What follows belongs to an exercise in optimizing a design on an open flow for small area; a production flow would make more cautious choices. The RTL was checked by simulation tests, not by an equivalence proof against the original design. No activity file was given, so power comes from the tool's default toggle rates.

==> flow/design.v (outline; a module is shown in full before it is edited, if it fits) <==
// module pdp11: 1122 lines
// module execute: 993 lines
// module mul1616: 67 lines
// module div3216: 56 lines
// module shift32: 74 lines
// module add8: 5 lines
// module ipl_below: 43 lines
module pdp11(clk, reset, initial_pc, halted, waited, trapped, soft_reset,
	     bus_addr, bus_data_out, bus_data_in,
	     bus_rd, bus_wr, bus_byte_op,
	     bus_arbitrate, bus_ack, bus_error,
	     bus_i_access, bus_d_access, bus_cpu_cm,
	     mmu_fetch_va, mmu_valid_incdec,
	     mmu_trap_odd, mmu_abort, mmu_trap, mmu_wr_inhibit, mmu_incdec,
	     bus_int, bus_int_ipl, bus_int_vector, interrupt_ack_ipl, 
	     pc, psw, psw_io_wr);
  // ...
==> flow/run.sh <==
#!/bin/bash
# synth_recipe.tcl (not shown) runs the flow's synth.tcl, then flattens the netlist and writes it again
# the make line also repeats each setting of config.mk as NAME=value (left out here)
make -C /OpenROAD-flow-scripts/flow DESIGN_CONFIG=/design/flow/config.mk WORK_HOME=/design/flow/orfs CLKGATE_MAP_FILE= SYNTH_SCRIPT=/design/flow/synth_recipe.tcl finish
==> flow/config.mk <==
export PLATFORM = sky130hd
export DESIGN_NAME = pdp11
export DESIGN_NICKNAME = pdp11
export VERILOG_FILES = /design/flow/design.v
export SDC_FILE = /design/flow/constraint.sdc
export NUM_CORES = 4
export LEC_CHECK = 0
export CAP_MARGIN = 35
export CORE_MARGIN = 2
export CORE_UTILIZATION = 30
export SLEW_MARGIN = 35
==> flow/constraint.sdc <==
create_clock -name core_clock -period 14.0 [get_ports {clk}]
set_input_delay 2.8000 -clock core_clock [delete_from_list [all_inputs] [get_ports {clk}]]
set_output_delay 2.8000 -clock core_clock [all_outputs]
set_load 0.01 [all_outputs]
==> flow_summary_export.csv, run 1 <==
group,metric,value,unit
run_status,status,"no timing/DRC/antenna violations",
critical_path,data_required_time_of_the_critical_path,11.20,ns
pwr,power.density,277,nW/um^2
pwr,power.combinational.fraction,71.7,%
clocking,cts_post_setup_buffers_inserted,0,
critical_path,critical_path.reg2reg.startpoint,"isn[6]",
floorplan,design.die.area,181000,sq um
routing,detailedRoute.firstIterationViolations,11700,
clocking,clk_buf_depth,3,
layout,max_flop_register,"r6",
logic_synthesis,yosys.cell_count.top_type,"nand2_1",
routing,ant_nets,0,
timing,fin_skew,0.0463,ns
floorplan,floorplan.tapcells,2340,
logic_synthesis,post_synth_mux_area_share,6.06,%
layout,layout.cells.most_common_list,"nand2_1, nor2_1, a21oi_1, o21ai_0, dfxtp_1",
logic_synthesis,synth-compound-area-share,31.5,%
min_path,whs_path_depth,2,
floorplan,height_of_the_die,426,um
floorplan,top_level_ports,160,
layout,largest_cell_class,"multi-input combinational cells",
critical_path,critPathLaunch,"isn[11]",
timing,final-max-slew-violation-count,0,
logic_synthesis,post_synth_fa_ha_maj_area_fraction,5.11,%
layout,clock_tree_area_fraction,4.28,%
logic_synthesis,netlist.area_leader.share,15.9,%
global_routing,antenna_found_initial,37,
pwr,vdd.ir_drop.worst,0.198,mV
critical_path,cp_data_arrival_time,7.25,ns
timing,setup_violations,0,
clocking,worst_skew_pair.late_latency,0.75,ns
critical_path,worst-path-stages,14,
logic_synthesis,yosysWarnings,6,
clocking,cts.hold.buffers_added,0,
pwr,power_leakage,21.4,nW
timing,total_negative_setup_slack,0,ns
pwr,p_int,6.63,mW
==> module add8, before the edit <==
module add8(result, arg1, arg2);
   input [7:0] arg1, arg2;
   output [7:0] result;
   assign result = arg1 + arg2;
endmodule
==> run 2, diff against run 1 <==
--- a/flow/design.v
+++ b/flow/design.v
@@ -65,18 +65,16 @@
    wire 	waiting;
    wire 	bus_req;
    reg [15:0] 	psw;
    wire 	cc_n, cc_z, cc_v, cc_c;
    wire [2:0] 	ipl;
    reg [15:0] 	r0, r1, r2, r3, r4, r5;
    reg [15:0] 	r6[0:3];
    reg [15:0] 	pc;
-   reg [15:0] 	trap_pc;
-   reg [15:0] 	trap_psw;
    wire [15:0] 	sp;
    wire 	assert_wait;
    wire 	assert_halt;
    wire 	assert_reset;
    wire 	assert_bpt;
    wire 	assert_iot;
    wire 	assert_trap_odd;
    wire 	assert_trap_oflo;
@@ -122,51 +120,46 @@
 		need_dest_data,
 		need_src_data;
    wire 	need_s1,
 		need_s2,
 		need_s4,
 		need_d1,
 		need_d2,
 		need_d4;
-   wire [15:0] 	dd_ea_mux;
-   wire [15:0] 	ss_ea_mux;
    wire [15:0] 	new_pc;
    wire 	latch_pc;
    wire 	latch_sp;
    wire 	new_cc_n, new_cc_z, new_cc_v, new_cc_c;
    wire 	latch_cc;
    wire [3:0] 	new_psw_cc;
    wire [2:0] 	new_psw_prio;
    wire 	latch_psw_prio;
    wire [15:0] 	new_psw_rti_kernel;
    wire [15:0] 	new_psw_rti_user;
    reg [15:0] 	isn;
-   reg [15:0] 	dd_ea;
-   reg [15:0] 	ss_ea;
+   reg [15:0] 	ea;
+   wire [15:0] 	dd_ea = ea;
+   wire [15:0] 	ss_ea = ea;
    wire [2:0] 	dd_mode, dd_reg;
    wire 	dd_dest_mem,
 		dd_dest_reg,
 		dd_ea_ind,
 		dd_post_incr,
 		dd_pre_dec;
-   wire [15:0] 	new_dd_reg_post_incr;
-   wire [15:0] 	new_dd_reg_pre_decr;
-   wire [15:0] 	new_dd_reg_incdec;
-   wire [15:0] 	new_ss_reg_post_incr;
-   wire [15:0] 	new_ss_reg_pre_decr;
-   wire [15:0] 	new_ss_reg_incdec;
    wire [2:0] 	ss_mode, ss_reg;
    wire [15:0] 	ss_reg_value;	 
    wire [15:0] 	ss_rego1_value;	 
    wire [15:0] 	dd_reg_value;	 
    reg [15:0] 	ss_data;	 
    reg [15:0] 	dd_data;	 
-   reg [15:0] 	e1_data;	 
-   reg [15:0] 	e32_data;	 
+   wire [15:0] 	e1_data = dd_data;	 
+   wire [15:0] 	e32_data = ss_data;	 
+   wire [15:0] 	trap_pc = dd_data;
+   wire [15:0] 	trap_psw = ss_data;
    wire 	ss_ea_ind,
 		ss_post_incr,
 		ss_pre_dec;
    wire [15:0] 	pc_mux;
    wire [15:0] 	sp_mux;
    wire [15:0] 	ss_data_mux;
    wire [15:0] 	dd_data_mux;
    wire [15:0] 	e1_data_mux;
@@ -240,97 +233,95 @@
 		 .e1_result(e1_result), .e32_result(e32_result),
 		 .e1_advance(e1_advance),
 		 .new_pc(new_pc), .latch_pc(latch_pc), .latch_sp(latch_sp),
 		 .new_cc_n(new_cc_n), .new_cc_z(new_cc_z), 
 		 .new_cc_v(new_cc_v), .new_cc_c(new_cc_c),
 		 .latch_cc(latch_cc),
 		 .latch_psw_prio(latch_psw_prio),
 		 .new_psw_prio(new_psw_prio));
-   assign ss_ea_mux =
-     (istate == c1 || istate == s1) ?
-		     (ss_mode == 0 ? ss_reg_value :
-		      ss_mode == 1 ? ss_reg_value :
-		      ss_mode == 2 ? ss_reg_value :
-		      ss_mode == 3 ? ss_reg_value :
-		      ss_mode == 4 ? (ss_reg_value -
-      		       		((is_isn_byte && ss_reg < 6) ? 16'd1 : 16'd2)) :
-		      ss_mode == 5 ? (ss_reg_value -
-      		       		((is_isn_byte && ss_reg < 6) ? 16'd1 : 16'd2)) :
-		      ss_mode == 6 ? pc :
-		      ss_mode == 7 ? pc :
-		      16'b0) :
-     istate == s2 ?
-		     (ss_mode == 3 ? bus_data_in :
-		      ss_mode == 5 ? bus_data_in :
-		      ss_mode == 6 ? (bus_data_in + ss_reg_value) :
-		      ss_mode == 7 ? (bus_data_in + ss_reg_value) :
-		      ss_ea) :
-     istate == s3 ? bus_data_in :
-     istate == t0 ? ((odd_pc |
-		      trap_odd | trap_oflo | trap_bus | trap_res) ? 16'o4 :
-		     trap_ill ? 16'o10 :
-		     trap_priv ? 16'o10 :
-		     (trap_bpt | (trace && ~trap_iot)) ? 16'o14 :
-		     trap_iot ? 16'o20 :
-		     trap_emt ? 16'o30 :
-		     trap_trap ? 16'o34 :
-		     trap_abort ? 16'o250 :
- 		     interrupt ? { 8'b0, vector } :
-		     16'd0) :
-     istate == t1 ? ss_ea + 16'd2 :
-		     16'd0;
-   assign dd_ea_mux = (istate == c1 || istate == d1) ?
-		      (dd_mode == 0 ? dd_reg_value :
-		       dd_mode == 1 ? dd_reg_value :
-		       dd_mode == 2 ? dd_reg_value :
-		       dd_mode == 3 ? dd_reg_value :
-		       dd_mode == 4 ? (dd_reg_value -
-		       		((is_isn_byte && dd_reg < 6) ? 16'd1 : 16'd2)) :
-		       dd_mode == 5 ? (dd_reg_value -
-				((is_isn_byte && dd_reg < 6) ? 16'd1 : 16'd2)) :
-		       dd_mode == 6 ? pc :
-		       dd_mode == 7 ? pc :
-		       16'b0) :
-		      istate == d2 ?
-		      (dd_mode == 3 ? bus_data_in :
-		       dd_mode == 5 ? bus_data_in :
-		       dd_mode == 6 ? (bus_data_in + dd_reg_value) :
-		       dd_mode == 7 ? (bus_data_in + dd_reg_value) :
-		       dd_ea) :
-		      istate == d3 ? bus_data_in :
-		      dd_ea;
+   wire        ea_s = (istate == s1 || istate == s2);
+   wire [2:0]  ea_mode = ea_s ? ss_mode : dd_mode;
+   wire [2:0]  ea_reg = ea_s ? ss_reg : dd_reg;
+   wire [15:0] ea_rv = ea_s ? ss_reg_value : dd_reg_value;
+   wire        ea_in2 = (istate == s2 || istate == d2);
+   wire [15:0] ea_addend = ea_in2 ? bus_data_in :
+	       ((is_isn_byte && ea_reg < 6) ? 16'hffff : 16'hfffe);
+   wire [15:0] ea_sum;
+   wire        ea_co;
+   radd #(16) ea_add(.a(ea_rv), .b(ea_addend), .ci(1'b0), .s(ea_sum), .co(ea_co));
+   wire [15:0] ea_mux =
+	       (istate == s3 || istate == d3) ? bus_data_in :
+	       ea_in2 ?
+	       ((ea_mode == 3 || ea_mode == 5) ? bus_data_in :
+		(ea_mode == 6 || ea_mode == 7) ? ea_sum :
+		ea) :
+	       (ea_mode == 4 || ea_mode == 5) ? ea_sum :
+	       (ea_mode == 6 || ea_mode == 7) ? pc :
+	       ea_rv;
+   wire [15:0] trap_vector_mux =
+	       ((odd_pc |
+		 trap_odd | trap_oflo | trap_bus | trap_res) ? 16'o4 :
+		trap_ill ? 16'o10 :
+		trap_priv ? 16'o10 :
+		(trap_bpt | (trace && ~trap_iot)) ? 16'o14 :
+		trap_iot ? 16'o20 :
+		trap_emt ? 16'o30 :
+		trap_trap ? 16'o34 :
+		trap_abort ? 16'o250 :
+		interrupt ? { 8'b0, vector } :
+		16'd0);
+   wire        id_post = ea_s ? ss_post_incr : dd_post_incr;
+   wire        id_1 = need_destspec_dd_byte && ea_reg < 6 &&
+	       (id_post ? ea_mode == 2 : ea_mode == 4);
+   wire [15:0] new_reg_incdec;
+   wire        id_co;
+   radd #(16) id_add(.a(ea_rv), .b(id_post ? (id_1 ? 16'd1 : 16'd2) :
+				 (id_1 ? 16'hffff : 16'hfffe)),
+		     .ci(1'b0), .s(new_reg_incdec), .co(id_co));
+   wire [15:0] sp_adj;
+   wire        sp_co;
+   radd #(16) sp_add(.a(sp), .b((istate == o1 || istate == o2 || istate == o3) ?
+				16'd2 : 16'hfffe),
+		     .ci(1'b0), .s(sp_adj), .co(sp_co));
+   wire [15:0] pc_plus2;
+   wire        pc_co;
+   radd #(15) pc_add(.a(pc[15:1]), .b(15'd1), .ci(1'b0), .s(pc_plus2[15:1]), .co(pc_co));
+   assign pc_plus2[0] = pc[0];
+   wire [15:0] ss_ea_plus2;
+   wire        ss_ea_co;
+   radd #(15) ss_ea_add(.a(ss_ea[15:1]), .b(15'd1), .ci(1'b0), .s(ss_ea_plus2[15:1]), .co(ss_ea_co));
+   assign ss_ea_plus2[0] = ss_ea[0];
    assign ss_data_mux =
 	       (istate == c1 && (ss_mode == 0 || is_isn_rxx)) ? ss_reg_value :
 	       (istate == s4) ? bus_data_in :
 	       16'b0;
    assign dd_data_mux =
 	       (istate == c1 && is_isn_mfps) ? {8'b0, psw[7:0]} :  
 	       (istate == c1 && dd_mode == 0) ? dd_reg_value :
 	       (istate == d4) ? bus_data_in :
 	       16'b0;
    assign e1_data_mux =
 	       (istate == e1) ? e1_result :
 	       (istate == o3) ? bus_data_in :
  	       16'b0;
    wire trap_or_int = trap || interrupt || trace || odd_pc;
    assign pc_mux =
-	  (istate == f1 && !trap_or_int                  ) ? pc + 16'd2 :
-	  (istate == s1 && (ss_mode == 6 || ss_mode == 7)) ? pc + 16'd2 :
-	  (istate == d1 && (dd_mode == 6 || dd_mode == 7)) ? pc + 16'd2 :
+	  (istate == f1 && !trap_or_int                  ) ? pc_plus2 :
+	  (istate == s1 && (ss_mode == 6 || ss_mode == 7)) ? pc_plus2 :
+	  (istate == d1 && (dd_mode == 6 || dd_mode == 7)) ? pc_plus2 :
 	  (istate == e1 && latch_pc                      ) ? new_pc :
 	  (istate == o1 || istate == t1                  ) ? bus_data_in :
 	  pc;
    assign sp_mux =
-		  (istate == o1 || istate == o2 || istate == o3) ? sp + 16'd2 :
-		  (istate == e1 && latch_sp) ? e1_result :
-		  (istate == p1 ) ? sp - 16'd2 :
-		  (istate == t3 ) ? sp - 16'd2 :
-		  (istate == t4 ) ? sp - 16'd2 :
-		  r6[current_mode];
+		  (istate == e1) ? e1_result :
+		  sp_adj;
+   wire sp_we = istate == o1 || istate == o2 || istate == o3 ||
+		istate == p1 || istate == t3 || istate == t4 ||
+		(istate == e1 && latch_sp);
    assign cc_n = psw[3];
    assign cc_z = psw[2];
    assign cc_v = psw[1];
    assign cc_c = psw[0];
    assign ipl  = psw[7:5];
    assign sp = r6[current_mode];
    assign current_mode = psw[15:14];
    assign previous_mode = psw[13:12];
@@ -439,23 +430,22 @@
 			   (isn_14_6 == 9'o065);		 
    assign assert_trap_ill = is_illegal;
    assign assert_trap_res = is_reserved;
    assign odd_pc = pc[0];
    assign odd_fetch = (bus_rd_r || bus_wr_r) && bus_addr_mux[0] && ~bus_byte_op_r;
    assign assert_trap_odd = odd_fetch;			 
    reg [1:0] trap_count;
    assign assert_trap_oflo = 				 
-			     (istate == s1 && ss_pre_dec &&
-			      ss_reg == 6 && new_ss_reg_pre_decr < 16'o0400) ||
-			     (istate == d1 && dd_pre_dec &&
-			      dd_reg == 6 && new_dd_reg_pre_decr < 16'o0400) ||
-			     (trap && (sp - 16'd2) < 16'o0400) ||
-	     ((istate == t3 || istate == t4) && trap_count < 2 && (sp - 16'd2) < 16'o0400) ||
-			     (interrupt && (sp - 16'd2) < 16'o0400);
+	     (((istate == s1 && ss_pre_dec && ss_reg == 6) ||
+	       (istate == d1 && dd_pre_dec && dd_reg == 6)) &&
+	      new_reg_incdec[15:8] == 8'd0) ||
+	     (trap && sp_adj[15:8] == 8'd0) ||
+	     ((istate == t3 || istate == t4) && trap_count < 2 && sp_adj[15:8] == 8'd0) ||
+	     (interrupt && sp_adj[15:8] == 8'd0);
    always @(posedge clk)
      if (reset)
        trap_count <= 0;
      else
        if (istate == f1 && ~trap)
 	 trap_count <= 0;
        else
 	 if (istate == t0 && trap)
@@ -527,36 +517,16 @@
    assign dd_reg = isn[2:0];
    assign dd_dest_mem = dd_mode != 0;
    assign dd_dest_reg = dd_mode == 0;
    assign dd_ea_ind = dd_mode == 7;
    assign dd_post_incr = need_destspec_dd &&
 			 (dd_mode == 2 || dd_mode == 3);
    assign dd_pre_dec = need_destspec_dd &&
 		       (dd_mode == 4 || dd_mode == 5);
-   assign new_dd_reg_post_incr = dd_reg_value +
-				 ((need_destspec_dd_byte &&
-				   dd_reg < 6 && dd_mode == 2) ?
-				  16'd1 : 16'd2);
-   assign new_dd_reg_pre_decr = dd_reg_value - 
-				((need_destspec_dd_byte &&
-				  dd_reg < 6 && dd_mode == 4) ?
-				 16'd1 : 16'd2);
-   assign new_dd_reg_incdec = dd_post_incr ? new_dd_reg_post_incr :
-			      new_dd_reg_pre_decr;
-   assign new_ss_reg_post_incr = ss_reg_value +
-				 ((need_destspec_dd_byte &&
-				   ss_reg < 6 && ss_mode == 2) ?
-				  16'd1 : 16'd2);
-   assign new_ss_reg_pre_decr = ss_reg_value - 
-				((need_destspec_dd_byte &&
-				  ss_reg < 6 && ss_mode == 4) ?
-				 16'd1 : 16'd2);
-   assign new_ss_reg_incdec = ss_post_incr ? new_ss_reg_post_incr :
-			      new_ss_reg_pre_decr;
    assign ss_reg_value = ss_reg == 0 ? r0 :
 			 ss_reg == 1 ? r1 :
 			 ss_reg == 2 ? r2 :
 			 ss_reg == 3 ? r3 :
 			 ss_reg == 4 ? r4 :
 			 ss_reg == 5 ? r5 :
 			 ss_reg == 6 ? r6[current_mode] :
 			 pc;
@@ -603,21 +573,21 @@
 		    istate == s4 ? ss_ea :
 		    istate == d2 ? dd_ea :
     		    istate == d3 ? dd_ea :
     		    istate == d4 ? dd_ea :
 		    istate == w1 ? dd_ea :
 		    istate == o1 ? sp :
 		    istate == o2 ? sp :
 		    istate == o3 ? sp :
-		    istate == p1 ? sp - 16'd2 :
+		    istate == p1 ? sp_adj :
 		    istate == t1 ? ss_ea :
 		    istate == t2 ? ss_ea :
-		    istate == t3 ? sp - 16'd2 :
-		    istate == t4 ? sp - 16'd2 :
+		    istate == t3 ? sp_adj :
+		    istate == t4 ? sp_adj :
 		    16'b0;
    always @(posedge clk)
      if (reset)
        begin
 	  bus_rd <= 0;
 	  bus_wr <= 0;
 	  bus_byte_op <= 0;
        end
@@ -670,193 +640,108 @@
 	(is_isn_mfpx && (istate == d2 || istate == d3 || istate == d4)) ||
 	(is_isn_mtpx && (istate == d4 || istate == w1));
    assign bus_cpu_cm = force_kernel_mode ? 2'b0 :
 		       force_previous_mode ? previous_mode :
 		       current_mode;
    assign mmu_fetch_va = istate == f1 && ~trap && ~waiting;
    assign mmu_trap_odd = assert_trap_odd;
    assign mmu_wr_inhibit = (trap_abort || mmu_abort) && istate == w1;
+   reg 	      rf_we;
+   reg [2:0]  rf_wi;
+   reg [15:0] rf_wd;
+   reg 	      rf_w32;
+   reg [1:0]  rf_bank;
+   always @(*)
+     begin
+	rf_we = 1'b0;
+	rf_wi = ss_reg;
+	rf_wd = e1_data;
+	rf_w32 = 1'b0;
+	rf_bank = current_mode;
+	case (istate)
+	  s1:
+	    begin
+	       rf_we = ss_post_incr || ss_pre_dec;
+	       rf_wd = new_reg_incdec;
+	    end
+	  d1:
+	    begin
+	       rf_we = (dd_post_incr || dd_pre_dec) && enable_d1;
+	       rf_wi = dd_reg;
+	       rf_wd = new_reg_incdec;
+	    end
+	  w1:
+	    if (store_result && dd_dest_mem)
+	      ;
+	    else if (store_result && dd_dest_reg)
+	      begin
+		 rf_we = 1'b1;
+		 rf_wi = dd_reg;
+		 if (is_isn_mtpx)
+		   rf_bank = previous_mode;
+	      end
+	    else if (store_ss_reg)
+	      rf_we = 1'b1;
+	    else if (store_result32)
+	      begin
+		 rf_we = 1'b1;
+		 rf_wi = ss_reg | 3'd1;
+		 rf_w32 = ~ss_reg[0];
+	      end
+	  default:
+	    ;
+	endcase
+     end
    always @(posedge clk)
      if (reset)
        begin
 	  r0 <= 0;
 	  r1 <= 0;
 	  r2 <= 0;
 	  r3 <= 0;
 	  r4 <= 0;
 	  r5 <= 0;
 	  r6[0] <= 0;
 	  r6[1] <= 0;
 	  r6[2] <= 0;
 	  r6[3] <= 0;
 	  pc <= initial_pc;
-	  trap_pc <= 0;
-	  trap_psw <= 0;
-	  isn <= 0;
        end
      else
-       if (~waiting )
+       if (~waiting)
+	 begin
+	    if (istate != w1)
+	      pc <= pc_mux;
+	    if (sp_we)
+	      r6[current_mode] <= sp_mux;
+	    if (rf_we)
+	      case (rf_wi)
+		0: r0 <= rf_wd;
+		1: r1 <= rf_wd;
+		2: r2 <= rf_wd;
+		3: r3 <= rf_wd;
+		4: r4 <= rf_wd;
+		5: r5 <= rf_wd;
+		6: r6[rf_bank] <= rf_wd;
+		7: pc <= rf_wd;
+	      endcase
+	    if (rf_w32)
+	      case (ss_reg[2:1])
+		0: r0 <= e32_data;
+		1: r2 <= e32_data;
+		2: r4 <= e32_data;
+		3: r6[current_mode] <= e32_data;
+	      endcase
+	 end
+   always @(posedge clk)
+     if (~waiting)
        begin
-	  if (istate != w1)
-	    pc <= pc_mux; 			 
-	  if (istate != w1 && istate != s1 && istate != d1)
-	    begin
-	       r6[current_mode] <= sp_mux;	 
-	    end
-	  case (istate)
-	    f1:
-	    begin
-	       isn <= bus_data_in;
-	    end
-	  c1:
-	    begin
-	    end
-	  s1:
-	    begin
-	       if (ss_post_incr || ss_pre_dec)
-		 case (ss_reg)
-		   0: r0 <= new_ss_reg_incdec;
-		   1: r1 <= new_ss_reg_incdec;
-		   2: r2 <= new_ss_reg_incdec;
-		   3: r3 <= new_ss_reg_incdec;
-		   4: r4 <= new_ss_reg_incdec;
-		   5: r5 <= new_ss_reg_incdec;
-		   6: r6[current_mode] <= new_ss_reg_incdec;
-		   7: pc <= new_ss_reg_incdec;
-		 endcase
-	    end  
-	  s2:
-	    begin
-	    end
-	  s3:
-	    begin
-	    end
-	  s4:
-	    begin
-	    end
-	  d1:
-	    begin
-	       if ((dd_post_incr || dd_pre_dec) && enable_d1)
-		 case (dd_reg)
-		   0: r0 <= new_dd_reg_incdec;
-		   1: r1 <= new_dd_reg_incdec;
-		   2: r2 <= new_dd_reg_incdec;
-		   3: r3 <= new_dd_reg_incdec;
-		   4: r4 <= new_dd_reg_incdec;
-		   5: r5 <= new_dd_reg_incdec;
-		   6: r6[current_mode] <= new_dd_reg_incdec;
-		   7: pc <= new_dd_reg_incdec;
-		 endcase
-	    end
-	  d2:
-	    begin
-	    end
-	  d3:
-	    begin
-	    end
-	  d4:
-	    begin
-	    end
-	  e1:
-	    begin
-	    end
-	  w1:
-	    begin
-	       if (store_result && dd_dest_mem)
-		 begin
-		 end
-	       else
-		 if (store_result && dd_dest_reg)
-		   begin
-		      case (dd_reg)
-			0: r0 <= e1_data;
-			1: r1 <= e1_data;
-			2: r2 <= e1_data;
-			3: r3 <= e1_data;
-			4: r4 <= e1_data;
-			5: r5 <= e1_data;
-			6:
-			  begin
-			     if (is_isn_mtpx)			 
-			       r6[previous_mode] <= e1_data;
-			     else
-			       r6[current_mode] <= e1_data;
-			  end
-			7: pc <= e1_data;
-		      endcase
-		   end
-		 else
-		   if (store_ss_reg)
-		     begin
-			case (ss_reg)
-			  0: r0 <= e1_data;
-			  1: r1 <= e1_data;
-			  2: r2 <= e1_data;
-			  3: r3 <= e1_data;
-			  4: r4 <= e1_data;
-			  5: r5 <= e1_data;
-			  6: r6[current_mode] <= e1_data;
-			  7: pc <= e1_data;
-			endcase
-		     end
-		   else
-		     if (store_result32)
-		       begin
-			  case (ss_reg)
-			    0: begin r0 <= e32_data; r1 <= e1_data; end
-			    1: r1 <= e1_data;
-			    2: begin r2 <= e32_data; r3 <= e1_data; end
-			    3: r3 <= e1_data;
-			    4: begin r4 <= e32_data; r5 <= e1_data; end
-			    5: r5 <= e1_data;
-			    6: begin
-			       r6[current_mode] <= e32_data;
-			       pc <= e1_data;
-			    end
-			    7: pc <= e1_data;
-			  endcase
-		       end
-	    end  
-	  o1:
-	    begin
-	    end
-	  o2:
-	    begin
-	    end
-	  o3:
-	    begin
-	    end
-	  p1:
-	    begin
-	    end
-	  t0:
-	    begin
-	       trap_pc <= pc;
-	       trap_psw <= psw;
-	    end
-	  t1:
-	    begin
-	    end
-	  t2:
-	    begin
-	    end
-	  t3:
-	    begin
-	    end
-	  t4:
-	    begin
-	    end
-	  i1:
-	    begin
-	    end
-	 default:
-	    begin
-	    end
-	endcase  
+	  if (istate == f1)
+	    isn <= bus_data_in;
        end
    assign ok_to_assert_trap =
 			     istate == f1 || istate == c1 || istate == e1 ||
 			     istate == s4 || istate == d4 || istate == w1 ||
 			     istate == t3 || istate == t4 ||
 			     istate == s1 || istate == d1;
    assign ok_to_reset_trap = istate == t1;
    assign ok_to_reset_trace_inhibit = istate == f1;
@@ -1052,48 +937,37 @@
    assign waiting = bus_req && !bus_ack;
    assign bus_arbitrate = istate == f1;
    always @(posedge clk)
      if (reset)
        istate <= f1;
      else
        istate <= waiting ? istate : new_istate;
    always @(posedge clk)
-     if (reset)
+     if (~waiting)
        begin
-	  ss_data <= 0;
-	  dd_data <= 0;
-	  ss_ea <= 0;
-	  dd_ea <= 0;
-	  e1_data <= 0;
-	  e32_data <= 0;
-       end
-     else
-       if (~waiting )
-       begin
-	  ss_ea <= (istate == c1 ||
-		    istate == s1 ||
-		    istate == s2 ||
-		    istate == s3 ||
-		    istate == t0 ||
-		    istate == t1) ?
-		   ss_ea_mux : ss_ea;
-	  dd_ea <= (istate == c1 ||
-		    istate == d1 ||
-		    istate == d2 ||
-		    istate == d3) ?
-		   dd_ea_mux : dd_ea;
+	  if (istate == s1 || istate == s2 || istate == s3 ||
+	      istate == c1 || istate == d1 || istate == d2 || istate == d3)
+	    ea <= ea_mux;
+	  else if (istate == t0)
+	    ea <= trap_vector_mux;
+	  else if (istate == t1)
+	    ea <= ss_ea_plus2;
 	  if (istate == c1 || istate == s4)
-	       ss_data <= ss_data_mux;
+	    ss_data <= ss_data_mux;
+	  else if (istate == e1 && e1_advance)
+	    ss_data <= e32_result;
+	  else if (istate == t0)
+	    ss_data <= psw;
 	  if (istate == c1 || istate == d4)
-	       dd_data <= dd_data_mux;
-	  if (istate == e1 || istate == o3)
-	    e1_data <= e1_data_mux;
-	  if (istate == e1)
-	    e32_data <= e32_result;
+	    dd_data <= dd_data_mux;
+	  else if ((istate == e1 && e1_advance) || istate == o3)
+	    dd_data <= e1_data_mux;
+	  else if (istate == t0)
+	    dd_data <= pc;
        end
    reg [15:0] reg_incdec;
    reg 	      reg_valid_incdec;
    wire [4:0] ss_reg_delta, dd_reg_delta;
    wire ss_reg_delta_1, dd_reg_delta_1;
    assign dd_reg_delta_1 = (need_destspec_dd_byte && dd_reg < 6 && dd_mode == 2);
    assign ss_reg_delta_1 = (is_isn_byte  && ss_reg < 6 && ss_mode == 2);
    assign dd_reg_delta = dd_post_incr ?
@@ -1183,20 +1057,63 @@
    assign e1_result_byte_sign = e1_result[7];
    assign e1_result_zero = e1_result == 16'b0;
    assign e1_result_byte_zero = e1_result[7:0] == 8'b0;
    assign dd_data_sign = dd_data[15];
    assign dd_data_zero = dd_data == 16'b0;
    assign ss_data_sign = ss_data[15];
    wire [7:0] pc_offset;
    wire [15:0] new_pc_w, new_pc_b, new_pc_sob;
-   add8 add8_pc(pc_offset, isn[7:0], isn[7:0]);
-   assign new_pc_w = pc + { 8'b0, pc_offset};
-   assign new_pc_b = pc + { 8'hff, pc_offset };
-   assign new_pc_sob = pc - {9'b0, isn[5:0], 1'b0};
+   wire        is_sob = isn[15:9] == 7'o077;
+   wire [15:0] br_offset = is_sob ? ~{9'b0, isn[5:0], 1'b0} :
+	       {{7{isn[7]}}, isn[7:0], 1'b0};
+   wire [15:0] br_target;
+   wire        br_co;
+   radd #(16) br_add(.a(pc), .b(br_offset), .ci(is_sob), .s(br_target), .co(br_co));
+   assign pc_offset = {isn[6:0], 1'b0};
+   assign new_pc_w = br_target;
+   assign new_pc_b = br_target;
+   assign new_pc_sob = br_target;
+   wire        op_cmp  = isn[15:12] == 4'o02 || isn[15:12] == 4'o12;
+   wire        op_add  = isn[15:12] == 4'o06;
+   wire        op_sub  = isn[15:12] == 4'o16;
+   wire [2:0]  op_unit = isn[8:6];		 
+   wire        a_ss = op_cmp | op_add | is_sob;
+   wire        a_zero = ~a_ss & ~op_sub & (op_unit == 3'd4);
+   wire [15:0] alu_a = a_zero ? 16'd0 : a_ss ? ss_data : dd_data;
+   reg [15:0]  alu_b;
+   reg 	       alu_cin;
+   always @(*)
+     begin
+	alu_b = 16'd0;
+	alu_cin = 1'b0;
+	if (op_cmp)
+	  begin alu_b = ~dd_data; alu_cin = 1'b1; end
+	else if (op_add)
+	  alu_b = dd_data;
+	else if (op_sub)
+	  begin alu_b = ~ss_data; alu_cin = 1'b1; end
+	else if (is_sob)
+	  alu_b = 16'hffff;
+	else
+	  case (op_unit)
+	    3'd2: alu_cin = 1'b1;
+	    3'd3: alu_b = 16'hffff;
+	    3'd4: begin alu_b = ~dd_data; alu_cin = 1'b1; end
+	    3'd5: alu_cin = cc_c;
+	    3'd6: alu_b = {16{cc_c}};
+	    default: ;
+	  endcase
+     end
+   wire [15:0] alu_sum;
+   wire        alu_c8, alu_c16;
+   radd #(8) alu_add_lo(.a(alu_a[7:0]), .b(alu_b[7:0]), .ci(alu_cin),
+			.s(alu_sum[7:0]), .co(alu_c8));
+   radd #(8) alu_add_hi(.a(alu_a[15:8]), .b(alu_b[15:8]), .ci(alu_c8),
+			.s(alu_sum[15:8]), .co(alu_c16));
    parameter 	mode_kernel = 2'b00;
    parameter 	mode_super  = 2'b01;
    parameter 	mode_undef  = 2'b10;
    parameter 	mode_user   = 2'b11;
    wire   mul_done;
    wire   div_done;
    wire   shift_done;
    reg 	  mul_ready;
@@ -1205,43 +1122,40 @@
    reg   div_abort;
    wire   shift_out;
    wire   sign_change16;
    wire   sign_change32;
    wire   div_overflow;
    wire   mul_flag_n, mul_flag_z, mul_flag_c;
    wire   e1_advance;
    wire   is_isn_muldiv;
-   mul1616 mul1616_box(.clk(clk), .reset(reset),
-		       .ready(mul_ready),
-		       .done(mul_done),
-		       .multiplier(ss_data),
-		       .multiplicand(dd_data),
-		       .product(mul_result),
-		       .flag_n(mul_flag_n), .flag_z(mul_flag_z),
-		       .flag_c(mul_flag_c));
-   div3216 div3216_box(.clk(clk), .reset(reset),
-		       .ready(div_ready),
-		       .done(div_done),
-		       .dividend({ss_reg_value, ss_rego1_value}),
-		       .divider(dd_data),
-		       .quotient(div_result),
-   		       .remainder(div_remainder),
-		       .overflow(div_overflow));
    wire [31:0] shift_in;
    wire shift_sign_change16, shift_sign_change32;
-   shift32 shift32_box(.clk(clk), .reset(reset),
-		       .ready(shift_ready),
-		       .done(shift_done),
-		       .in(shift_in),
-		       .out(shift_result),
-		       .shift(shift),
-		       .last_bit(shift_out),
-		       .sign_change16(shift_sign_change16),
-		       .sign_change32(shift_sign_change32));
+   wire eis_done;
+   eis_unit eis_box(.clk(clk), .reset(reset),
+		    .op_div(isn[9]), .op_shift(isn[10]),
+		    .ready(mul_ready | div_ready | shift_ready),
+		    .done(eis_done),
+		    .multiplier(ss_data),
+		    .operand(dd_data),
+		    .dividend({ss_reg_value, ss_rego1_value}),
+		    .shift_in(shift_in),
+		    .shift(shift),
+		    .product(mul_result),
+		    .mul_n(mul_flag_n), .mul_z(mul_flag_z), .mul_c(mul_flag_c),
+		    .quotient(div_result),
+		    .remainder(div_remainder),
+		    .div_overflow(div_overflow),
+		    .shift_result(shift_result),
+		    .last_bit(shift_out),
+		    .sign_change16(shift_sign_change16),
+		    .sign_change32(shift_sign_change32));
+   assign mul_done = eis_done;
+   assign div_done = eis_done;
+   assign shift_done = eis_done;
    wire   is_ash, is_ashc, is_ashx;
    assign is_ash = (isn[15:9] == 7'o072) ? 1'b1 : 1'b0;		 
    assign is_ashc = (isn[15:9] == 7'o073) ? 1'b1 : 1'b0;	 
    assign is_ashx = is_ash | is_ashc;
    assign shift_in = is_ash ?
 		     {ss_data[15] ? 16'hffff : 16'b0,ss_data} :	 
 		     {ss_reg_value, ss_rego1_value};		 
    assign is_isn_muldiv =
@@ -1254,17 +1168,17 @@
 	    dd_ea or
 	    cc_n or cc_z or cc_v or cc_c or isn or
 	    e32_result or e32_result_sign or e32_result_zero or
 	    e1_result or e1_result_sign or e1_result_zero or
 	    e1_result_byte_sign or e1_result_byte_zero or
 	    mul_result or div_result or div_remainder or
 	    div_overflow or mul_flag_n or mul_flag_z or mul_flag_c or
 	    dd_data_sign or dd_data_zero or ss_data_sign or
-	    pc_offset or new_pc_w or new_pc_b or new_pc_sob or
+	    pc_offset or new_pc_w or new_pc_b or new_pc_sob or alu_sum or alu_c8 or alu_c16 or
 	    current_mode or r5 or
 	    shift_result or shift_out or
 	    shift_sign_change16 or shift_sign_change32
            )
      if (~enable) begin
 	assert_halt = 0;
 	assert_wait = 0;
 	assert_trap_priv = 0;
@@ -1514,51 +1428,51 @@
 			 new_cc_n = e1_result_sign;
 			 new_cc_z = e1_result_zero;
 			 new_cc_v = 0;
 			 new_cc_c = 1;
 			 latch_cc = 1;
 		      end
 		    6'o52:					     
 		      begin
-			 e1_result = dd_data + 16'd1;
+			 e1_result = alu_sum;
 			 new_cc_n = e1_result_sign;
 			 new_cc_z = e1_result_zero;
 			 new_cc_v = (e1_result == 16'o100000);
 			 latch_cc = 1;
 		      end
 		    6'o53:					     
 		      begin
-			 e1_result = dd_data - 16'd1;
+			 e1_result = alu_sum;
 			 new_cc_n = e1_result_sign;
 			 new_cc_z = e1_result_zero;
 			 new_cc_v = (e1_result == 16'o77777);
 			 latch_cc = 1;
 		      end
 		    6'o54:					     
 		      begin
-			 e1_result = -dd_data;
+			 e1_result = alu_sum;
 			 new_cc_n = e1_result_sign;
 			 new_cc_z = e1_result_zero;
 			 new_cc_v = (e1_result == 16'o100000);
 			 new_cc_c = new_cc_z ^ 1'b1;
 			 latch_cc = 1;
 		      end
 		    6'o55:					     
 		      begin
-			 e1_result = dd_data + {15'b0, cc_c};
+			 e1_result = alu_sum;
 			 new_cc_n = e1_result_sign;
 			 new_cc_z = e1_result_zero;
 			 new_cc_v = (cc_c && (e1_result == 16'o100000));
 			 new_cc_c = cc_c & new_cc_z;
 			 latch_cc = 1;
 		      end
 		    6'o56:					     
 		      begin
-			 e1_result = dd_data - {15'b0, cc_c};
+			 e1_result = alu_sum;
 			 new_cc_n = e1_result_sign;
 			 new_cc_z = e1_result_zero;
 			 new_cc_v = (cc_c && (e1_result == 16'o77777));
 			 new_cc_c = (cc_c && (e1_result == 16'o177777));
 			 latch_cc = 1;
 		      end
 		    6'o57:					     
 		      begin
@@ -1658,22 +1572,22 @@
 		    new_cc_z = e1_result_zero;
 		    new_cc_v = 0;
 		    latch_cc = 1;
 		    if (0) $display("e: mov ss_data %o, e1_result %o",
 				    ss_data, e1_result);
 		 end
 	       4'o02:					     
 		 begin
-		    e1_result = ss_data - dd_data;
+		    e1_result = alu_sum;
 		    new_cc_n = e1_result_sign;
 		    new_cc_z = e1_result_zero;
 		    new_cc_v = (ss_data[15] ^ dd_data[15]) &
 			       (~dd_data[15] ^ e1_result[15]);
-		    new_cc_c = ss_data < dd_data;
+		    new_cc_c = ~alu_c16;
 		    latch_cc = 1;
 		 end
 	       4'o03:					     
 		 begin
 		    e1_result = ss_data & dd_data;
 		    new_cc_n = e1_result_sign;
 		    new_cc_z = e1_result_zero;
 		    new_cc_v = 0;
@@ -1692,22 +1606,22 @@
 		    e1_result = ss_data | dd_data;
 		    new_cc_n = e1_result_sign;
 		    new_cc_z = e1_result_zero;
 		    new_cc_v = 0;
 		    latch_cc = 1;
 		 end
 	       4'o06:					     
 		 begin
-		    e1_result = ss_data + dd_data;
+		    e1_result = alu_sum;
 		    new_cc_n = e1_result_sign;
 		    new_cc_z = e1_result_zero;
 		    new_cc_v = (~ss_data[15] ^ dd_data[15]) &
 			       (ss_data[15] ^ e1_result[15]);
-		    new_cc_c = (e1_result < ss_data);
+		    new_cc_c = alu_c16;
 		    latch_cc = 1;
 		    if (0) $display("e: add, new_cc_z %o", new_cc_z);
 		 end
 	       04'o7:
 		 case (isn[11:9]) 
 		   0:					     
 		     begin
 			if (0) $display("e: MUL %o %o %o",
@@ -1802,17 +1716,17 @@
 		   5:					     
 		     begin
 		     end
 		   6:					     
 		     begin
 		     end
 		   7:					     
 		     begin
-			e1_result = ss_data - 16'd1;
+			e1_result = alu_sum;
 			new_pc = new_pc_sob;
 			latch_pc = ~e1_result_zero;
 		     end
 		 endcase  
 	       4'o10:
 		 begin
 		    if (0) $display("e: 010 isn[11:6] %o", isn[11:6]);
 		 case (isn[11:6])
@@ -1919,57 +1833,51 @@
 			new_cc_n = e1_result_byte_sign;
 			new_cc_z = e1_result_byte_zero;
 			new_cc_v = 0;
 			new_cc_c = 1;
 			latch_cc = 1;
 		     end
 		   6'o52:				 
 		     begin
-			e1_result = {dd_data[15:8], (dd_data[7:0] + 8'd1)};
+			e1_result = {dd_data[15:8], alu_sum[7:0]};
 			new_cc_n = e1_result_byte_sign;
 			new_cc_z = e1_result_byte_zero;
 			new_cc_v = 0;
 			latch_cc = 1;
 		     end
 		   6'o53:				 
 		     begin
-			e1_result = {dd_data[15:8], (dd_data[7:0] - 8'd1)};
+			e1_result = {dd_data[15:8], alu_sum[7:0]};
 			new_cc_n = e1_result_byte_sign;
 			new_cc_z = e1_result_byte_zero;
 			new_cc_v = e1_result[7:0] == 8'o177;
 			latch_cc = 1;
 		     end
 		   6'o54:				 
 		     begin
-			e1_result = {dd_data[15:8], -dd_data[7:0]};
+			e1_result = {dd_data[15:8], alu_sum[7:0]};
 			new_cc_n = e1_result_byte_sign;
 			new_cc_z = e1_result_byte_zero;
 			new_cc_v = e1_result[7:0] == 8'o200;
 			new_cc_c = new_cc_z ^ 1'b1;
 			latch_cc = 1;
 		     end
 		   6'o55:				 
 		     begin
-			e1_result = {
-				     dd_data[15:8],
-				     dd_data[7:0] + {7'b0, cc_c}
-				     };
+			e1_result = {dd_data[15:8], alu_sum[7:0]};
 			new_cc_n = e1_result_byte_sign;
 			new_cc_z = e1_result_byte_zero;
 			new_cc_v = cc_c && (e1_result[7:0] == 8'o200);
 			new_cc_c = cc_c & new_cc_z;
 			latch_cc = 1;
 		     end
 		   6'o56:				 
 		     begin
-			e1_result = {
-				     dd_data[15:8],
-				     dd_data[7:0] - {7'b0, cc_c}
-				     };
+			e1_result = {dd_data[15:8], alu_sum[7:0]};
 			new_cc_n = e1_result_byte_sign;
 			new_cc_z = e1_result_byte_zero;
 			new_cc_v = cc_c && (e1_result[7:0] == 8'o177);
 			new_cc_c = cc_c && (e1_result[7:0] == 8'o377);
 			latch_cc = 1;
 		     end
 		   6'o57:				 
 		     begin
@@ -2058,22 +1966,22 @@
 		    e1_result = {ss_data[7] ? 8'hff : 8'b0, ss_data[7:0]};
 		    new_cc_n = e1_result_byte_sign;
 		    new_cc_z = e1_result_byte_zero;
 		    new_cc_v = 0;
 		    latch_cc = 1;
 		 end
 	       4'o12:					     
 		 begin
-		    e1_result = {8'b0, ss_data[7:0] - dd_data [7:0]};
+		    e1_result = {8'b0, alu_sum[7:0]};
 		    new_cc_n = e1_result_byte_sign;
 		    new_cc_z = e1_result_byte_zero;
 		    new_cc_v = (ss_data[7] ^ dd_data[7]) &
 			       (~dd_data[7] ^ e1_result[7]);
-		    new_cc_c = ss_data[7:0] < dd_data[7:0];
+		    new_cc_c = ~alu_c8;
 		    latch_cc = 1;
 		 end
 	       4'o13:					     
 		 begin
 		    e1_result = {dd_data[15:8], ss_data[7:0] & dd_data[7:0]};
 		    new_cc_n = e1_result_byte_sign;
 		    new_cc_z = e1_result_zero;
 		    new_cc_v = 0;
@@ -2093,232 +2001,213 @@
 		    new_cc_n = e1_result_byte_sign;
 		    new_cc_z = e1_result_zero;
 		    new_cc_v = 0;
 		    latch_cc = 1;
 		 end
 	       4'o16:					     
 		 begin
 		    if (0) $display("e: SUB %o %o", ss_data, dd_data);
-		    e1_result = dd_data - ss_data;
+		    e1_result = alu_sum;
 		    new_cc_n = e1_result_sign;
 		    new_cc_z = e1_result_zero;
 		    new_cc_v = ((ss_data[15] ^ dd_data[15]) &
 				(~ss_data[15] ^ e1_result[15]));
-		    new_cc_c = dd_data < ss_data;
+		    new_cc_c = ~alu_c16;
 		    latch_cc = 1;
 		 end  
 	       4'o17:
 		 begin
 		 end
 	     endcase  
 	  end  
      end  
 endmodule  
-module mul1616(clk, reset, ready, done, multiplier, multiplicand,
-	       product, flag_n, flag_z, flag_c);
+module eis_unit(clk, reset, op_div, op_shift, ready, done,
+		multiplier, operand, dividend, shift_in, shift,
+		product, mul_n, mul_z, mul_c,
+		quotient, remainder, div_overflow,
+		shift_result, last_bit, sign_change16, sign_change32);
    input         clk;
    input 	 reset;
+   input 	 op_div;		 
+   input 	 op_shift;
    input 	 ready;
-   input [15:0]  multiplier, multiplicand;
    output 	 done;
+   input [15:0]  multiplier;		 
+   input [15:0]  operand;		 
+   input [31:0]  dividend;
+   input [31:0]  shift_in;
+   input [5:0] 	 shift;
    output [31:0] product;
-   output 	 flag_n, flag_z, flag_c;
-   reg [31:0] 	 p;
-   reg [4:0] 	 bitnum;
+   output 	 mul_n, mul_z, mul_c;
+   output [15:0] quotient, remainder;
+   output 	 div_overflow;
+   output [31:0] shift_result;
+   output 	 last_bit, sign_change16, sign_change32;
+   reg [31:0] 	 acc;
+   reg [5:0] 	 cnt;
+   reg 		 last_bit, sign_change16, sign_change32;
    reg [1:0] 	 state;
    wire [1:0] 	 next_state;
    parameter 	 idle = 2'd0;
    parameter 	 running = 2'd1;
    parameter 	 last = 2'd2;
    assign 	 done = state == last;
+   wire 	 up = ~shift[5];
+   wire 	 final_bit = (op_shift & ~up) ? (cnt == 6'd63) : (cnt == 6'd1);
    always @(posedge clk)
      if (reset)
        state <= idle;
      else
        state <= next_state;
-   assign next_state = (state == idle && ready) ? running :
-		       (state == running) ? (bitnum == 5'd1 ? last : running) :
+   assign next_state = (state == idle && ready) ?
+		       ((op_shift && shift == 6'd0) ? last : running) :
+		       (state == running) ? (final_bit ? last : running) :
 		       (state == last) ? (ready ? last : idle) : idle;
-   wire [15:0] mp = multiplier[15] ? (~multiplier + 16'd1) : multiplier;
-   wire [15:0] mc = multiplicand[15] ? (~multiplicand + 16'd1) : multiplicand;
-   wire        negative_output = multiplier[15] ^ multiplicand[15];
-   wire [16:0] sum = {1'b0, p[31:16]} + {1'b0, p[0] ? mc : 16'd0};
+   wire [15:0] mp, mc;
+   wire [31:0] dividend_abs;
+   wire        mp_co, mc_co, dv_co;
+   radd #(16) mp_abs(.a(multiplier ^ {16{multiplier[15]}}), .b(16'd0),
+		     .ci(multiplier[15]), .s(mp), .co(mp_co));
+   radd #(16) mc_abs(.a(operand ^ {16{operand[15]}}), .b(16'd0),
+		     .ci(operand[15]), .s(mc), .co(mc_co));
+   radd #(32) dv_abs(.a(dividend ^ {32{dividend[31]}}), .b(32'd0),
+		     .ci(dividend[31]), .s(dividend_abs), .co(dv_co));
+   wire [16:0] mul_sum;
+   radd #(16) mul_add(.a(acc[31:16]), .b(acc[0] ? mc : 16'd0), .ci(1'b0),
+		      .s(mul_sum[15:0]), .co(mul_sum[16]));
+   wire [4:0]  idx = cnt[4:0] - 5'd1;
+   wire [15:0] trial = {acc[30:16], dividend_abs[idx]};
+   wire [15:0] diff;
+   wire        diff_co;
+   radd #(16) div_sub(.a(trial), .b(~mc), .ci(1'b1), .s(diff), .co(diff_co));
+   wire        fits = diff_co;
    always @(posedge clk)
      if (state == idle)
        begin
-	  bitnum <= 5'd16;
-	  p <= {16'd0, mp};
+	  sign_change16 <= 1'b0;
+	  sign_change32 <= 1'b0;
+	  last_bit <= 1'b0;
+	  if (op_shift)
+	    begin
+	       cnt <= shift;
+	       acc <= shift_in;
+	    end
+	  else if (op_div)
+	    begin
+	       cnt <= 6'd32;
+	       acc <= 32'd0;
+	    end
+	  else
+	    begin
+	       cnt <= 6'd16;
+	       acc <= {16'd0, mp};
+	    end
        end
      else
        if (state == running)
 	 begin
-	    if (~bitnum[4])
-	      p <= {sum, p[15:1]};
-	    bitnum <= bitnum - 5'd1;
+	    if (op_shift)
+	      begin
+		 if (up)
+		   begin
+		      last_bit <= acc[31];
+		      acc <= {acc[30:0], 1'b0};
+		      cnt <= cnt - 6'd1;
+		      if (acc[15] ^ acc[14])
+			sign_change16 <= 1'b1;
+		      if (acc[31] ^ acc[30])
+			sign_change32 <= 1'b1;
+		   end
+		 else
+		   begin
+		      last_bit <= acc[0];
+		      acc <= {shift_in[31], acc[31:1]};
+		      cnt <= cnt + 6'd1;
+		   end
+	      end
+	    else if (op_div)
+	      begin
+		 acc <= {acc[31] | acc[15],
+			 fits ? diff[14:0] : trial[14:0],
+			 acc[14:0], fits};
+		 cnt <= cnt - 6'd1;
+	      end
+	    else
+	      begin
+		 if (~cnt[4])
+		   acc <= {mul_sum, acc[15:1]};
+		 cnt <= cnt - 6'd1;
+	      end
 	 end
-   wire [31:0] pt = {1'b0, p[31:1]};
-   assign product = negative_output ? (~pt + 32'd1) : pt;
+   assign shift_result = acc;
    reg 	       any, ge, other;
    integer     b;
    always @(*)
      begin
 	any = 1'b0;
 	ge = 1'b0;
 	other = 1'b0;
 	for (b = 1; b < 32; b = b + 1)
-	  if (b > bitnum)
+	  if (b > cnt[4:0])
 	    begin
-	       any = any | p[b];
-	       if (b >= bitnum + 16)
-		 ge = ge | p[b];
-	       if (b != bitnum + 16)
-		 other = other | p[b];
+	       any = any | acc[b];
+	       if (b >= cnt[4:0] + 16)
+		 ge = ge | acc[b];
+	       if (b != cnt[4:0] + 16)
+		 other = other | acc[b];
 	    end
      end
-   wire        at15 = p[{1'b1, bitnum[3:0]}];
+   wire        mul_neg = multiplier[15] ^ operand[15];
+   wire        at15 = acc[{1'b1, cnt[3:0]}];
    wire        gt = ge & (~at15 | other);
-   assign flag_z = ~any;
-   assign flag_n = negative_output & any;
-   assign flag_c = negative_output ? gt : ge;
-endmodule
-module div3216(clk, reset, ready, done,
-	       dividend, divider, quotient, remainder, overflow);
-   input         clk;
-   input 	 reset;
-   input 	 ready;
-   input [31:0]  dividend;
-   input [15:0]  divider;
-   output [15:0] quotient;
-   output [15:0] remainder;
-   output 	 done;
-   output 	 overflow;
-   reg [14:0] 	 r;
-   reg [15:0] 	 q;
-   reg 		 q_big;
-   reg [5:0]     bitnum;
-   reg [1:0] 	 state;
-   wire [1:0] 	 next_state;
-   parameter 	 idle = 2'd0;
-   parameter 	 running = 2'd1;
-   parameter 	 last = 2'd2;
-   assign 	 done = state == last;
-   always @(posedge clk)
-     if (reset)
-       state <= idle;
-     else
-       state <= next_state;
-   assign next_state = (state == idle && ready) ? running :
-		       (state == running) ? (bitnum == 6'd1 ? last : running) :
-		       (state == last) ? (ready ? last : idle) : idle;
-   wire [31:0] 	 dividend_abs = dividend[31] ? (~dividend + 32'd1) : dividend;
-   wire [15:0] 	 d = divider[15] ? (~divider + 16'd1) : divider;
-   wire 	 negative_output = divider[15] ^ dividend[31];
-   wire [4:0] 	 idx = bitnum[4:0] - 5'd1;
-   wire [15:0] 	 trial = {r, dividend_abs[idx]};
-   wire [16:0] 	 diff = {1'b0, trial} - {1'b0, d};
-   wire 	 fits = ~diff[16];
-   always @(posedge clk)
-     if (state == idle)
-       begin
-          bitnum <= 6'd32;
-	  r <= 15'd0;
-	  q <= 16'd0;
-	  q_big <= 1'b0;
-       end
-     else
-       if (state == running)
-	 begin
-	    r <= fits ? diff[14:0] : trial[14:0];
-	    q <= {q[14:0], fits};
-	    q_big <= q_big | q[15];
-            bitnum <= bitnum - 6'b1;
-	 end
-   assign quotient = ~negative_output ? q : ~q + 16'b1;
-   assign remainder = ~dividend[31] ? {1'b0, r} : ~{1'b0, r} + 16'b1;
-   assign overflow = q_big || (q[15] && q[14:0] != 15'd0);
-endmodule
-module shift32(clk, reset, ready, done, in, out, shift,
-	       last_bit, sign_change16, sign_change32); 
-   input         clk;
-   input 	 reset;
-   input 	 ready;
-   input [31:0]  in;
-   input [5:0] 	 shift;
-   output 	 done;
-   output [31:0] out;
-   reg [31:0] 	 out;
-   output 	 last_bit;
-   reg 		 last_bit;
-   output 	 sign_change16;
-   reg 		 sign_change16;
-   output 	 sign_change32;
-   reg 		 sign_change32;
-   reg [5:0] 	 count; 
-   wire 	 final_bit;
-   reg [1:0] 	 state;
-   wire [1:0] 	 next_state;
-   wire 	 up;
-   wire 	 sign_different16, sign_different32;
-   parameter 	 idle    = 2'b00;
-   parameter 	 running = 2'b01;
-   parameter 	 last    = 2'b10;
-   assign 	 done = state == last;
-   assign 	 up = ~shift[5];
-   always @(posedge clk)
-     if (reset)
-       state <= idle;
-     else
-       state <= next_state;
-   assign next_state = (state == idle && ready) ? (shift==6'd0 ? last:running) :
-		       (state == running) ? (final_bit ? last : running) :
-			 (state == last) ? (ready ? last : idle) :
-				 idle;
-   assign final_bit = up ? (count == 6'd1) : (count == -6'd1);
-   assign sign_different16 = out[15] ^ out[14];
-   assign sign_different32 = out[31] ^ out[30];
-   always @(posedge clk)
-     if (reset)
-       begin
-	  count <= 0;
-	  out <= 0;
-	  last_bit <= 0;
-       end
-   else
-     if (state == idle)
-       begin
-          count <= shift;
-	  out <= in;
-	  sign_change16 <= 0;
-	  sign_change32 <= 0;
-	  last_bit <= 0;
-       end 
-     else
-       if (state == running)
-	 if (up)
-	   begin
-	      last_bit <= out[31];
-	      out <= { out[30:0], 1'b0 };
-	      count <= count - 6'b1;
-	      if (sign_different16)
-		sign_change16 <= 1'b1;
-	      if (sign_different32)
-		sign_change32 <= 1'b1;
-	   end
-	 else
-	   begin
-	      last_bit <= out[0];
-	      out <= { in[31], out[31:1] };
-	      count <= count + 6'b1;
-	   end
+   assign mul_z = ~any;
+   assign mul_n = mul_neg & any;
+   assign mul_c = mul_neg ? gt : ge;
+   wire        div_neg = operand[15] ^ dividend[31];
+   wire [15:0] lo_in = op_div ? {1'b0, acc[30:16]} : acc[16:1];
+   wire        lo_neg = op_div ? dividend[31] : mul_neg;
+   wire [16:0] lo_out;
+   radd #(16) lo_add(.a(lo_in ^ {16{lo_neg}}), .b(16'd0), .ci(lo_neg),
+		     .s(lo_out[15:0]), .co(lo_out[16]));
+   wire [15:0] hi_in = op_div ? acc[15:0] : {1'b0, acc[31:17]};
+   wire        hi_neg = op_div ? div_neg : mul_neg;
+   wire [15:0] hi_out;
+   wire        hi_co;
+   radd #(16) hi_add(.a(hi_in ^ {16{hi_neg}}), .b(16'd0),
+		     .ci(op_div ? div_neg : lo_out[16]), .s(hi_out), .co(hi_co));
+   assign product = {hi_out, lo_out[15:0]};
+   assign quotient = hi_out;
+   assign remainder = lo_out[15:0];
+   assign div_overflow = acc[31] || (acc[15] && acc[14:0] != 15'd0);
 endmodule
 module add8(result, arg1, arg2);
    input [7:0] arg1, arg2;
    output [7:0] result;
-   assign result = arg1 + arg2;
+   wire 	co;
+   radd #(8) a(.a(arg1), .b(arg2), .ci(1'b0), .s(result), .co(co));
+endmodule
+module radd(a, b, ci, s, co);
+   parameter W = 16;
+   input [W-1:0]  a, b;
+   input 	  ci;
+   output [W-1:0] s;
+   output 	  co;
+   wire [W:0] 	  c;
+   assign c[0] = ci;
+   genvar 	  i;
+   generate
+      for (i = 0; i < W; i = i + 1)
+	begin : bit_
+	   assign s[i] = a[i] ^ b[i] ^ c[i];
+	   assign c[i+1] = (a[i] & b[i]) | (c[i] & (a[i] ^ b[i]));
+	end
+   endgenerate
+   assign co = c[W];
 endmodule
 module ipl_below(clk, reset, ipl, asserting, result, winner);
    input clk;
    input reset;
    input [2:0] ipl;
    input [7:0] asserting;
    output      result;
    reg 	       result;
==> flow/config.mk (replaced) <==
export PLATFORM = sky130hd
export DESIGN_NAME = pdp11
export DESIGN_NICKNAME = pdp11
export VERILOG_FILES = /design/flow/design.v
export SDC_FILE = /design/flow/constraint.sdc
export NUM_CORES = 4
export LEC_CHECK = 0
export ABC_AREA = 1
export CAP_MARGIN = 35
export CORE_MARGIN = 2
export CORE_UTILIZATION = 45
export SLEW_MARGIN = 35
==> run 2 against run 1 <==
Now fails the layout checks on negative setup slack. Area after synthesis down 26%. Via count down 20%. Sequential power decreased by 33%. Sequential share of layout area grew 1.3 points. Critical path depth increased by 60. Maximum frequency shrank 28%. Non-clock buffer count is 39 lower. Register-to-register slack lost 4.3 ns. Core utilization increased by 18 points. Combinational power fell by 12%. Synthesized cell count fell by 19%. Total power fell by 19%. Highest routed layer unchanged.
==> flow_summary_export.csv, run 2 <==
group,metric,value,unit
critical_path,data_required_time_of_the_critical_path,14.42,ns
critical_path,critical_path.most_common_cell,"ha_4",
flow_run,max_cap_viol_count,0,
routing,met2RoutedLength,102000,um
logic_synthesis,synthSimpleGateAreaFrac,22.4,%
pwr,power.density,297,nW/um^2
critical_path,critical_path_buf_inv_count,6,
logic_synthesis,xor_and_xnor_fraction_of_the_mapped_netlist_area,2.47,%
global_routing,first_global_vias,46300,
layout,layout.cells.most_common_list,"nand2_1, inv_1, o21ai_0, a21oi_1, nor2_1",
routing,vias,53300,
placed_design,dp_worst_setup_slack,-0.572,ns
layout,finish.net_count,6459,
logic_synthesis,synth_top_family_by_area,"compound AO/OA/AOI/OAI gates",
logic_synthesis,yosysWarnings,4,
logic_synthesis,synth_top_cells_by_count,"nand2_1, inv_1, o21ai_0",
timing,total_negative_setup_slack,-0.0677,ns
placed_design,placed_cell_area,43600,sq um
routing,drt-pass1-iter-count,13,
logic_synthesis,average_footprint_of_a_synthesized_cell,6.61,sq um
placed_design,place.detailed.instances,7244,
layout,largest_reg_flops,64,
placed_design,place.port_buffers,156,
layout,finalNonFillerCells,7414,
routing,drt-met1-wl,92400,um
timing,timing.final.crit_period,14.04,ns
run_status,status,"finished with violations",
logic_synthesis,post_synth_mux_area_share,0,%
global_routing,antenna_found_initial,52,
logic_synthesis,number_of_distinct_library_cells_after_synthesis,69,
layout,post-route-util,52.9,%
floorplan,design.die.area,90700,sq um
min_path,hold_path_end,"reg_incdec[11]",
logic_synthesis,yosys.cell_count.top_type,"nand2_1",
timing,fin_ws,-0.0381,ns
critical_path,worst-r2r-setup-slack,-0.04,ns
timing,rsz0062_at_grt,"yes",
clocking,cts_root_buf,"clkbuf_16",
floorplan,start_util,45.6,%
floorplan,rows,108,
critical_path,critical_path.reg2reg.startpoint,"isn[7]",
critical_path,worst_path_dominant_cell_family,"adder cells",
pwr,design_power_total,13.7,mW
logic_synthesis,ys_top_cells_by_area,"edfxtp_1, nand2_1, dfxtp_1",
clocking,clock_tree_from_tritoncts,"yes",
layout,postLayoutCellArea,46100,sq um
logic_synthesis,syn_area,39700,sq um
timing,fin_skew,0.0613,ns
pwr,vdd.ir_drop.worst,0.146,mV
routing,detail_route.wl_per_cell,37.3,um
global_routing,grt-ovfl-total,0,
logic_synthesis,synth_flop_cell,"edfxtp_1",
layout,max_flop_register,"r6",
logic_synthesis,post_synth_fa_ha_maj_area_fraction,9.68,%
routing,ant_nets,0,
critical_path,worstRegToRegCells,74,
clocking,cts.sinks,386,
timing,fmaxAchievable,71.2,MHz
timing,worst_hold_slack,0.466,ns
critical_path,critical-path-slowest-cell,"edfxtp_1",
layout,area_growth_syn_to_layout,16.1,%
critical_path,rr_endpoint,"exec.eis_box.acc[27]",
logic_synthesis,synthCells,6013,
clocking,clock_tree.htree_level_count,2,
clocking,tritoncts_buffer_count,48,
clocking,clk_buf_depth,3,
clocking,cts.hold.buffers_added,0,
global_routing,gr-usage-all-layers,59.0,%
clocking,clkSlewWorstSetupHoldPaths,0.06,ns
timing,worst_slew_pin_slew,1.16,ns
timing,setup_violations,4,
logic_synthesis,synth_top_cell_by_area,"edfxtp_1",
critical_path,cp_data_arrival_time,14.46,ns
logic_synthesis,synth-compound-area-share,29.5,%
pwr,power_leakage,19.3,nW
critical_path,critPathLaunchType,"flip-flop",
layout,reg.largest.list,"r6 (64), exec.eis_box.acc (32)",
critical_path,timing.critical_path.slowest_cell_delay,0.44,ns
layout,layout-drive-gt1-share,9.15,%
layout,leading_cell_type_in_the_layout_fill_and_taps_excluded,"nand2_1",
routing,met3RoutedLength,51500,um
timing,slew_headroom,21.6,%
floorplan,fp.coreArea,87200,sq um
timing,final-max-slew-violation-count,0,
routing,via_per_inst,7.18,
routing,drc_errors,0,
logic_synthesis,synth_enable_flop_cells,206,
timing,finalCritPeriodShare,100,%
placed_design,dp_hpwl,205000,um
min_path,hp-start,"reg_incdec[11]",
routing,top_layer_used,"met5",
floorplan,height_of_the_die,301,um
min_path,whs_path_depth,2,
logic_synthesis,synth-seq-area-share,24.6,%
routing,totalWireLength,277000,um
run_status,so.violations,"negative setup slack",
critical_path,worstSetupPathType,"flip-flop to flip-flop",
routing,detailedRoute.firstIterationViolations,11800,
global_routing,grt_max_degree,62,
critical_path,worstSetupEndpointType,"flip-flop",
clocking,worst_skew_pair.late_latency,0.73,ns
min_path,holdCritPathClass,"flip-flop to flip-flop",
logic_synthesis,synth_seq_cells,386,
global_routing,grt_first_pass_wirelength,373000,um
floorplan,dieWidth,301,um
floorplan,top_level_ports,160,
logic_synthesis,netlist.area_leader.share,15.6,%
logic_synthesis,synthArstFlopShare,0,%
critical_path,timing.critical_path.fanout_max,6,
timing,timing_hold_violations_final,0,
placed_design,routabilityCongestion,1.20,
## run 2: cell count changes in the layout (fill, tap and decap cells not counted), moves of 99 or more
cell / delta
a211oi_1: -200
nand2_1: +323
xnor2_1: -213
o21ai_0: +99
nor2_1: -323
dfxtp_1: -231
mux2i_1: -154
inv_1: +530
nor3_1: -136
## run 2: kinds of logic (layout without fill, tap and decap cells)
| family | Yosys count | count (layout) |
|---|---|---|
| fa+ha+maj | 248 | 248 |
| xor+xnor | 112 | 112 |
| flops | 386 | 386 |
| compound gates | 1967 | 1967 |
| simple gates | 2149 | 2149 |
| other cells | 1 | 66 |
| buf+inv | 1150 | 1331 |
## run 2: area by class of cell
class	instances	area, sq um
Clock buffer	66	1360
Sequential cell	386	9790
Fill cell	8734	41000
Timing Repair Buffer	460	3970
Clock inverter	24	258
Inverter	781	2940
Tap cell	1155	1450
Antenna cell	64	160
Multi-Input combinational cell	4478	26200
## run 2: where the power goes
group / switching, mW / internal, mW / leakage (nW)
Combinational: 7.62 / 2.94 / 14.9
Sequential: 0.276 / 1.52 / 3.57
Clock: 0.614 / 0.729 / 0.783
Total: 8.51 / 5.19 / 19.3
## run 2: repair_timing
action | 4_1_cts | 5_1_grt
resized for setup | 45 | 35
setup buffers | 5 | 1
setup endpoints to repair | 16 | 16
gates cloned | 1 | 0
pin swaps | 2 | 12
## run 2: worst max path at each step
stage | start | to | slack, ns | cells past startpoint
after floorplan | isn[6] | exec.eis_box.acc[20] | 0.002 | 75
after global placement | isn[7] | exec.eis_box.acc[18] | -0.48 | 72
after detailed placement | isn[7] | exec.eis_box.acc[17] | -0.57 | 72
after CTS | isn[6] | exec.eis_box.acc[26] | 0.001 | 74
after global routing | isn[7] | exec.eis_box.acc[19] | -0.38 | 74
final | isn[7] | exec.eis_box.acc[27] | -0.04 | 74
## run 2: routing by layer
layer  track usage [%]  vias to the layer above
met2              76.0                     5879
met5              2.43                        -
met4              48.1                       22
met1              68.9                    24300
met3              35.2                     1857
li1                  -                    21200
## run 2: worst reg2reg max path: cells and delay by family (launching register included)
kind                     cells  cell delay [ns]
adder cells (fa/ha/maj)     45             9.78
XOR/XNOR                     1             0.14
AO/OA/AOI/OAI               11             1.70
AND/OR/NAND/NOR             11             1.08
buffers and inverters        6             0.68
flip-flops                   1             0.44

-- re-timing with driven ports --
How much do the figures lean on ideal ports? The routed layouts below were timed once more, with nothing changed but the port constraints. Step 1 assumes that a clkbuf_16 drives the clock port and a buf_2 every other input. Step 2 times the ports against the registers' clock, not the clock port: input delays grow and output delays shrink by t, the midpoint of the rising clock arrivals with the driver on. a / b / c = ideal ports / drivers / drivers and shift; a / b = the first two.
run | t (ns) | setup WS [ns] | worst setup path at the end | slew at the worst register clock pin (ns) | worst data-port slew with drivers (ns)
run 1 | 0.811 | 3.951 / 3.864 / 4.312 | register to register | 0.07 / 0.07 | 0.05
run 2 | 0.782 | -0.038 / -0.038 / -0.038 | register to register | 0.07 / 0.07 | 0.08
